This design comes from an exercise in tuning for small area, a short achievable clock period and few clock cycles on the open sky130 flow, not from production work. In this exercise RTL edits were held to simulation tests only and were not proved equivalent to the original. Power is estimated from default activity; no workload was simulated.

$ cat design.v
`timescale 1ns / 1ps
module axi_slave_ram #
(
	parameter C_AXI_ADDR_WIDTH = 9,
	parameter C_AXI_DATA_WIDTH = 32,  
    parameter STRB_WIDTH = (C_AXI_DATA_WIDTH/8),
    parameter ID_WIDTH = 1,
    parameter PIPELINE_OUTPUT = 0
)
(
    input  wire                   clk,
    input  wire                   rst,
    input  wire [ID_WIDTH-1:0]    s_axi_awid,
    input  wire [C_AXI_ADDR_WIDTH-1:0]  s_axi_awaddr,
    input  wire [7:0]             s_axi_awlen,
    input  wire [2:0]             s_axi_awsize,
    input  wire [1:0]             s_axi_awburst,
    input  wire                   s_axi_awlock,
    input  wire [3:0]             s_axi_awcache,
    input  wire [2:0]             s_axi_awprot,
    input  wire                   s_axi_awvalid,
    output wire                   s_axi_awready,
    input  wire [C_AXI_DATA_WIDTH-1:0]  s_axi_wdata,
    input  wire [STRB_WIDTH-1:0]  s_axi_wstrb,
    input  wire                   s_axi_wlast,
    input  wire                   s_axi_wvalid,
    output wire                   s_axi_wready,
    output wire [ID_WIDTH-1:0]    s_axi_bid,
    output wire [1:0]             s_axi_bresp,
    output wire                   s_axi_bvalid,
    input  wire                   s_axi_bready,
    input  wire [ID_WIDTH-1:0]    s_axi_arid,
    input  wire [C_AXI_ADDR_WIDTH-1:0]  s_axi_araddr,
    input  wire [7:0]             s_axi_arlen,
    input  wire [2:0]             s_axi_arsize,
    input  wire [1:0]             s_axi_arburst,
    input  wire                   s_axi_arlock,
    input  wire [3:0]             s_axi_arcache,
    input  wire [2:0]             s_axi_arprot,
    input  wire                   s_axi_arvalid,
    output wire                   s_axi_arready,
    output wire [ID_WIDTH-1:0]    s_axi_rid,
    output wire [C_AXI_DATA_WIDTH-1:0]  s_axi_rdata,
    output wire [1:0]             s_axi_rresp,
    output wire                   s_axi_rlast,
    output wire                   s_axi_rvalid,
    input  wire                   s_axi_rready
);
parameter VALID_ADDR_WIDTH = C_AXI_ADDR_WIDTH - $clog2(STRB_WIDTH);
parameter WORD_WIDTH = STRB_WIDTH;
parameter WORD_SIZE = C_AXI_DATA_WIDTH/WORD_WIDTH;
localparam [0:0]
    READ_STATE_IDLE = 1'd0,
    READ_STATE_BURST = 1'd1;
reg [0:0] read_state_reg, read_state_next;
localparam [1:0]
    WRITE_STATE_IDLE = 2'd0,
    WRITE_STATE_BURST = 2'd1,
    WRITE_STATE_RESP = 2'd2;
reg [1:0] write_state_reg, write_state_next;
reg mem_wr_en;
reg mem_rd_en;
reg [ID_WIDTH-1:0] read_id_reg, read_id_next;
reg [C_AXI_ADDR_WIDTH-1:0] read_addr_reg, read_addr_next;
reg [7:0] read_count_reg, read_count_next;
reg [2:0] read_size_reg, read_size_next;
reg [1:0] read_burst_reg, read_burst_next;
reg [ID_WIDTH-1:0] write_id_reg, write_id_next;
reg [C_AXI_ADDR_WIDTH-1:0] write_addr_reg, write_addr_next;
reg [7:0] write_count_reg, write_count_next;
reg [2:0] write_size_reg, write_size_next;
reg [1:0] write_burst_reg, write_burst_next;
reg s_axi_awready_reg, s_axi_awready_next;
reg s_axi_wready_reg, s_axi_wready_next;
reg [ID_WIDTH-1:0] s_axi_bid_reg, s_axi_bid_next;
reg s_axi_bvalid_reg, s_axi_bvalid_next;
reg s_axi_arready_reg, s_axi_arready_next;
reg [ID_WIDTH-1:0] s_axi_rid_reg, s_axi_rid_next;
reg [C_AXI_DATA_WIDTH-1:0] s_axi_rdata_reg, s_axi_rdata_next;
reg s_axi_rlast_reg, s_axi_rlast_next;
reg s_axi_rvalid_reg, s_axi_rvalid_next;
reg [ID_WIDTH-1:0] s_axi_rid_pipe_reg;
reg [C_AXI_DATA_WIDTH-1:0] s_axi_rdata_pipe_reg;
reg s_axi_rlast_pipe_reg;
reg s_axi_rvalid_pipe_reg;
reg [C_AXI_DATA_WIDTH-1:0] mem[(2**VALID_ADDR_WIDTH)-1:0];
wire [VALID_ADDR_WIDTH-1:0] s_axi_awaddr_valid = s_axi_awaddr >> (C_AXI_ADDR_WIDTH - VALID_ADDR_WIDTH);
wire [VALID_ADDR_WIDTH-1:0] s_axi_araddr_valid = s_axi_araddr >> (C_AXI_ADDR_WIDTH - VALID_ADDR_WIDTH);
wire [VALID_ADDR_WIDTH-1:0] read_addr_valid = read_addr_reg >> (C_AXI_ADDR_WIDTH - VALID_ADDR_WIDTH);
wire [VALID_ADDR_WIDTH-1:0] write_addr_valid = write_addr_reg >> (C_AXI_ADDR_WIDTH - VALID_ADDR_WIDTH);
assign s_axi_awready = s_axi_awready_reg;
assign s_axi_wready = s_axi_wready_reg;
assign s_axi_bid = s_axi_bid_reg;
assign s_axi_bresp = 2'b00;
assign s_axi_bvalid = s_axi_bvalid_reg;
assign s_axi_arready = s_axi_arready_reg;
assign s_axi_rid = PIPELINE_OUTPUT ? s_axi_rid_pipe_reg : s_axi_rid_reg;
assign s_axi_rdata = PIPELINE_OUTPUT ? s_axi_rdata_pipe_reg : s_axi_rdata_reg;
assign s_axi_rresp = 2'b00;
assign s_axi_rlast = PIPELINE_OUTPUT ? s_axi_rlast_pipe_reg : s_axi_rlast_reg;
assign s_axi_rvalid = PIPELINE_OUTPUT ? s_axi_rvalid_pipe_reg : s_axi_rvalid_reg;
integer i;
wire either_AW_or_W_channel_had_accepted_transaction 
		= (s_axi_wvalid && s_axi_wready) || (s_axi_awvalid && s_axi_awready);
always @* begin
    write_state_next = WRITE_STATE_IDLE;
    mem_wr_en = 1'b0;
    write_id_next = write_id_reg;
    write_addr_next = write_addr_reg;
    write_count_next = write_count_reg;
    write_size_next = write_size_reg;
    write_burst_next = write_burst_reg;
    s_axi_awready_next = 1'b0;
    s_axi_wready_next = 1'b0;
    s_axi_bid_next = s_axi_bid_reg;
    s_axi_bvalid_next = s_axi_bvalid_reg && !s_axi_bready;
    case (write_state_reg)
        WRITE_STATE_IDLE: begin
            s_axi_awready_next = 1'b1;
            if (s_axi_awready && s_axi_awvalid) begin
                write_id_next = s_axi_awid;
                write_addr_next = s_axi_awaddr;
                write_count_next = s_axi_awlen;
                write_size_next = s_axi_awsize < $clog2(STRB_WIDTH) ? s_axi_awsize : $clog2(STRB_WIDTH);
                write_burst_next = s_axi_awburst;
                s_axi_awready_next = 1'b0;
                s_axi_wready_next = 1'b1;
                write_state_next = WRITE_STATE_BURST;
            end else begin
                write_state_next = WRITE_STATE_IDLE;
            end
        end
        WRITE_STATE_BURST: begin
            s_axi_wready_next = 1'b1;
            if (s_axi_wready && s_axi_wvalid) begin
                mem_wr_en = 1'b1;
                if (write_burst_reg != 2'b00) begin
                    write_addr_next = write_addr_reg + (1 << write_size_reg);
                end
                write_count_next = write_count_reg - 1;
                if (write_count_reg > 0) begin
                    write_state_next = WRITE_STATE_BURST;
                end else begin
                    s_axi_wready_next = 1'b0;
                    if ((s_axi_bready || !s_axi_bvalid) && either_AW_or_W_channel_had_accepted_transaction) begin
                        s_axi_bid_next = write_id_reg;
                        s_axi_bvalid_next = 1'b1;
                        s_axi_awready_next = 1'b1;
                        write_state_next = WRITE_STATE_IDLE;
                    end else begin
                        write_state_next = WRITE_STATE_RESP;
                    end
                end
            end else begin
                write_state_next = WRITE_STATE_BURST;
            end
        end
        WRITE_STATE_RESP: begin
            if (s_axi_bready || !s_axi_bvalid) begin
                s_axi_bid_next = write_id_reg;
                s_axi_bvalid_next = 1'b1;
                s_axi_awready_next = 1'b1;
                write_state_next = WRITE_STATE_IDLE;
            end else begin
                write_state_next = WRITE_STATE_RESP;
            end
        end
    endcase
end
always @(posedge clk) begin
    if (rst) begin
        write_state_reg <= WRITE_STATE_IDLE;
        s_axi_awready_reg <= 1'b0;
        s_axi_wready_reg <= 1'b0;
        s_axi_bvalid_reg <= 1'b0;
    end else begin
        write_state_reg <= write_state_next;
        s_axi_awready_reg <= s_axi_awready_next;
        s_axi_wready_reg <= s_axi_wready_next;
        s_axi_bvalid_reg <= s_axi_bvalid_next;
    end
    write_id_reg <= write_id_next;
    write_addr_reg <= write_addr_next;
    write_count_reg <= write_count_next;
    write_size_reg <= write_size_next;
    write_burst_reg <= write_burst_next;
    s_axi_bid_reg <= s_axi_bid_next;
    for (i = 0; i < WORD_WIDTH; i = i + 1) begin
        if (mem_wr_en & s_axi_wstrb[i]) begin
            mem[write_addr_valid][WORD_SIZE*i +: WORD_SIZE] <= s_axi_wdata[WORD_SIZE*i +: WORD_SIZE];
        end
    end
end
always @* begin
    read_state_next = READ_STATE_IDLE;
    mem_rd_en = 1'b0;
    s_axi_rid_next = s_axi_rid_reg;
    s_axi_rlast_next = s_axi_rlast_reg;
    s_axi_rvalid_next = s_axi_rvalid_reg && !(s_axi_rready || (PIPELINE_OUTPUT && !s_axi_rvalid_pipe_reg));
    read_id_next = read_id_reg;
    read_addr_next = read_addr_reg;
    read_count_next = read_count_reg;
    read_size_next = read_size_reg;
    read_burst_next = read_burst_reg;
    s_axi_arready_next = 1'b0;
    case (read_state_reg)
        READ_STATE_IDLE: begin
            s_axi_arready_next = 1'b1;
            if (s_axi_arready && s_axi_arvalid) begin
                read_id_next = s_axi_arid;
                read_addr_next = s_axi_araddr;
                read_count_next = s_axi_arlen;
                read_size_next = s_axi_arsize < $clog2(STRB_WIDTH) ? s_axi_arsize : $clog2(STRB_WIDTH);
                read_burst_next = s_axi_arburst;
                s_axi_arready_next = 1'b0;
                read_state_next = READ_STATE_BURST;
            end else begin
                read_state_next = READ_STATE_IDLE;
            end
        end
        READ_STATE_BURST: begin
            if (s_axi_rready || (PIPELINE_OUTPUT && !s_axi_rvalid_pipe_reg) || !s_axi_rvalid_reg) begin
                mem_rd_en = 1'b1;
                s_axi_rvalid_next = 1'b1;
                s_axi_rid_next = read_id_reg;
                s_axi_rlast_next = read_count_reg == 0;
                if (read_burst_reg != 2'b00) begin
                    read_addr_next = read_addr_reg + (1 << read_size_reg);
                end
                read_count_next = read_count_reg - 1;
                if (read_count_reg > 0) begin
                    read_state_next = READ_STATE_BURST;
                end else begin
                    s_axi_arready_next = 1'b1;
                    read_state_next = READ_STATE_IDLE;
                end
            end else begin
                read_state_next = READ_STATE_BURST;
            end
        end
    endcase
end
always @(posedge clk) begin
    if (rst) begin
        read_state_reg <= READ_STATE_IDLE;
        s_axi_arready_reg <= 1'b0;
        s_axi_rvalid_reg <= 1'b0;
        s_axi_rvalid_pipe_reg <= 1'b0;
    end else begin
        read_state_reg <= read_state_next;
        s_axi_arready_reg <= s_axi_arready_next;
        s_axi_rvalid_reg <= s_axi_rvalid_next;
        if (!s_axi_rvalid_pipe_reg || s_axi_rready) begin
            s_axi_rvalid_pipe_reg <= s_axi_rvalid_reg;
        end
    end
    read_id_reg <= read_id_next;
    read_addr_reg <= read_addr_next;
    read_count_reg <= read_count_next;
    read_size_reg <= read_size_next;
    read_burst_reg <= read_burst_next;
    s_axi_rid_reg <= s_axi_rid_next;
    s_axi_rlast_reg <= s_axi_rlast_next;
    if (mem_rd_en) begin
        s_axi_rdata_reg <= mem[read_addr_valid];
    end
    if (!s_axi_rvalid_pipe_reg || s_axi_rready) begin
        s_axi_rid_pipe_reg <= s_axi_rid_reg;
        s_axi_rdata_pipe_reg <= s_axi_rdata_reg;
        s_axi_rlast_pipe_reg <= s_axi_rlast_reg;
    end
end
endmodule
$ cat run.sh
#!/bin/bash
# synth_recipe.tcl (not shown) runs the flow's synth.tcl, then flattens the netlist and writes it again
# the make line also repeats each setting of config.mk as NAME=value (left out here)
make -C /OpenROAD-flow-scripts/flow DESIGN_CONFIG=/design/flow/config.mk WORK_HOME=/design/flow/orfs CLKGATE_MAP_FILE= SYNTH_SCRIPT=/design/flow/synth_recipe.tcl finish
$ cat config.mk
export PLATFORM = sky130hd
export DESIGN_NAME = axi_slave_ram
export DESIGN_NICKNAME = axi_slave_ram
export VERILOG_FILES = /design/flow/design.v
export SDC_FILE = /design/flow/constraint.sdc
export NUM_CORES = 8
export LEC_CHECK = 0
export CAP_MARGIN = 20
export CORE_MARGIN = 2
export CORE_UTILIZATION = 50
export PLACE_DENSITY = 0.6
export SLEW_MARGIN = 20
$ cat constraint.sdc
create_clock -name core_clock -period 5.0 [get_ports {clk}]
set_input_delay 1.0000 -clock core_clock [delete_from_list [all_inputs] [get_ports {clk}]]
set_output_delay 1.0000 -clock core_clock [all_outputs]
set_load 0.01 [all_outputs]
==> flow_metrics.tcl <==
set metrics [dict create \
    wl_per_cell_um 35.32 \
    cts_tree "yes" \
    clk_pin_slew_worst_paths_ns 0.06 \
    synth_common_cells "edfxtp_1, mux2i_1, mux4_2" \
    row_count 209 \
    yosys_warnings 1 \
    endpoint_kind "flop" \
    syn2layout_area_growth_pct 14.18 \
    max-cap-violations 0 \
    synth_top_area_share_pct 77.12 \
    status "timing/DRC/antenna clean" \
    yosys.area.top_type "edfxtp_1" \
    cellInternalPower_uw 58310 \
    rsz0062_at_grt "no" \
    start_util_pct 50.20 \
    clkPwrFrac_pct 41.3 \
    yosysMostFrequentCell "edfxtp_1" \
    ios 150 \
    dpl.hpwl_um 305600 \
    power_frac_comb_pct 7.0 \
    postCtsResizedCells 0 \
    dieArea_um2 329800 \
    tightestPinTransition_ns 1.337 \
    gp_congestion 0.8829 \
    syn-cell-area_um2 162600 \
    syn_inst 8155 \
    nets 8885 \
    setup_violations 0 \
    worstHoldPathType "reg -> reg" \
    crit_arrival_ns 4.92 \
    grt_pass1_wl_um 656000 \
    period_needed_ns 4.338 \
    drt_iter0_markers 12177 \
    ys_types 57 \
    timing_hold_violations_final 0 \
    largest_reg_flops 4096 \
    ant_nets 0 \
    cts_setup_buffers 0 \
    startpoint "write_addr_reg[5]" \
    grt_pass1_vias 82972 \
    antenna_found_initial 97 \
    worst_skew_pair.late_latency_ns 1.01 \
    cts_inserted_buffers 427 \
    ys_ff_latch 4185 \
    synth.area.top_cells "edfxtp_1, mux4_2, mux2i_1, a22oi_1, nor2_1" \
    synth.avg_cell_area_um2 19.94 \
    vdd_drop_max_v 0.0002992 \
    drive_gt1_share_pct 20.95 \
    grt_overflow 0 \
    vias_per_cell 6.316 \
    root_buffer "clkbuf_16" \
    min_from "read_id_reg" \
    hold_buffers 0 \
    fmax_ghz 0.2305 \
    pre_cts_ws_ns 0.8315 \
    nFillCells 23742 \
    die_h_um 574.3 \
    setup_tns_ns 0 \
    fin_ws_ns 0.6622 \
    totalWireLength_um 477800 \
    multi_input_area_um2 34950 \
    vias 85450 \
    cts_sinks 4185 \
    seq_area_frac_synth_pct 77.22 \
    reg2reg_from "write_addr_reg[5]" \
    leakagePower_uw 0.05967 \
    grt.total_usage_pct 28.69 \
    first_pass_iters 29 \
    crit_fanout 8 \
    finalCritPeriodShare_pct 86.76 \
    seqPwrFrac_pct 51.6 \
    swShare_pct 22.43 \
    path_class "reg -> reg" \
    core_area_um2 324000 \
    synth_edf_count 4177 \
    drc 0 \
    synth-async-reset-ratio_pct 0 \
    seqCellArea_um2 125600 \
    startpoint_type "flop" \
    powerDensity_nw_per_um2 404.8 \
    grt_max_degree 129 \
    synth_ff_type "edfxtp_1" \
    netSwitchingPower_uw 16860 \
    io_buffer_count 128 \
    worstPathRequired_ns 5.59 \
    htree_levels 5 \
    clock_path_buffers 4 \
    drv_slew 0 \
    die_w_um 574.3 \
    clock-skew-final_ns 0.05233 \
    relSlewSlack_pct 10.64 \
]
[cells by family after synthesis]
kind of cell | after synthesis | synth area share [%]
AO/OA/AOI/OAI | 768 | 3.521
adder cells (fa/ha/maj) | 26 | 0.2093
XOR/XNOR | 18 | 0.09693
other | 1 | 0.002306
AND/OR/NAND/NOR | 1135 | 3.068
flip-flops | 4185 | 77.22
buffers and inverters | 515 | 1.409
multiplexers | 1507 | 14.47
[worst paths after layout]
kind	cells after the start	slack (ns)	endpoint
setup / recovery	4	0.66	mem[13][17]
setup reg to reg	4	0.66	mem[13][17]
hold reg to reg	0	0.43	s_axi_rid_reg
hold / removal	0	0.43	s_axi_rid_reg
[power by group through the flow]
stage,registers [µW],logic (µW),clock network [µW]
floorplan,39500,2940,0
CTS,38800,5280,31400
finish,38800,5290,31100
global route,38800,5530,32800
detailed placement,39600,5270,0
global placement,39600,5190,0
[stage by stage]
step	hold WS [ns]	instance area, µm²	power [µW]	std cells	util (%)
finish	0.4321	185700	75180	13529	57.31
global route	0.4387	185500	77110	13453	57.26
CTS	0.4345	185400	75470	13439	57.23
detailed placement	0.4064	171900	44830	12648	53.05
global placement	0.4176	171800	44750	12646	53.04
floorplan	0.4003	162700	42410	8160	-
[final cells by class]
class / count / share of cell area, %
sequential: 4185 / 67.63
multi-input combinational: 3460 / 18.82
clock buffer: 526 / 6.046
timing repair buffer: 654 / 3.169
tap: 4325 / 2.914
clock inverter: 265 / 1.247
antenna: 89 / 0.1199
inverter: 25 / 0.05053
[placed cells by master (no fill, tap or decap), types with 54 or more instances in the layout]
cell type | synthesis | layout
nand4_1 | 66 | 66
clkinv_1 | 0 | 94
a221oi_1 | 59 | 59
a22oi_1 | 466 | 466
clkdlybuf4s50_1 | 0 | 96
nor2_1 | 573 | 560
clkbuf_1 | 272 | 91
clkinv_2 | 0 | 93
mux4_2 | 672 | 672
edfxtp_1 | 4177 | 4177
mux2i_1 | 801 | 801
nand2_1 | 185 | 180
clkbuf_16 | 0 | 435
nand3_1 | 200 | 200
buf_4 | 18 | 498
buf_12 | 0 | 54
a22o_1 | 55 | 55
diode_2 | 0 | 89
[worst max-delay path: stages (launching register included)]
cell,delay [ns]
edfxtp_1,0.84
nand2b_1,0.23
nor3_1,0.75
nand2_1,1.07
nor2_1,1.03
[per-layer routing]
metal	global-route usage [%]	share of wire (%)
met5	0.3587	0.11
met4	12.89	4.7
met3	7.753	11
met2	42.99	46
met1	39.60	39
Testbench counts, summed over its fixed seeds: cycles 14,140.

==> afterwards: timing with drivers on the ports <==
Ports are ideal in the flow. The routed layout listed here was re-timed in OpenROAD.
Step 1 sets driving cells, clkbuf_16 on the clock port and buf_2 on the other inputs (assumed; they add their load-dependent delay and slew).
Step 2 also shifts input and output timing later by t, the mid clock arrival at the registers, as if the neighbouring blocks saw the same clock.
Three values: no drivers, after step 1, after step 2; two values: the first two.
t (ns): 1.094
setup WS [ns]: 0.662 / 0.662 / 0.662
hold slack, ns: 0.432 / 0.426 / 0.432
clock arrival spread, ns: 0.057 / 0.057
After both steps this run still meets setup and hold. For this run, drivers alone change the setup slack by 0.000 ns; drivers and shift together by 0.000 ns.
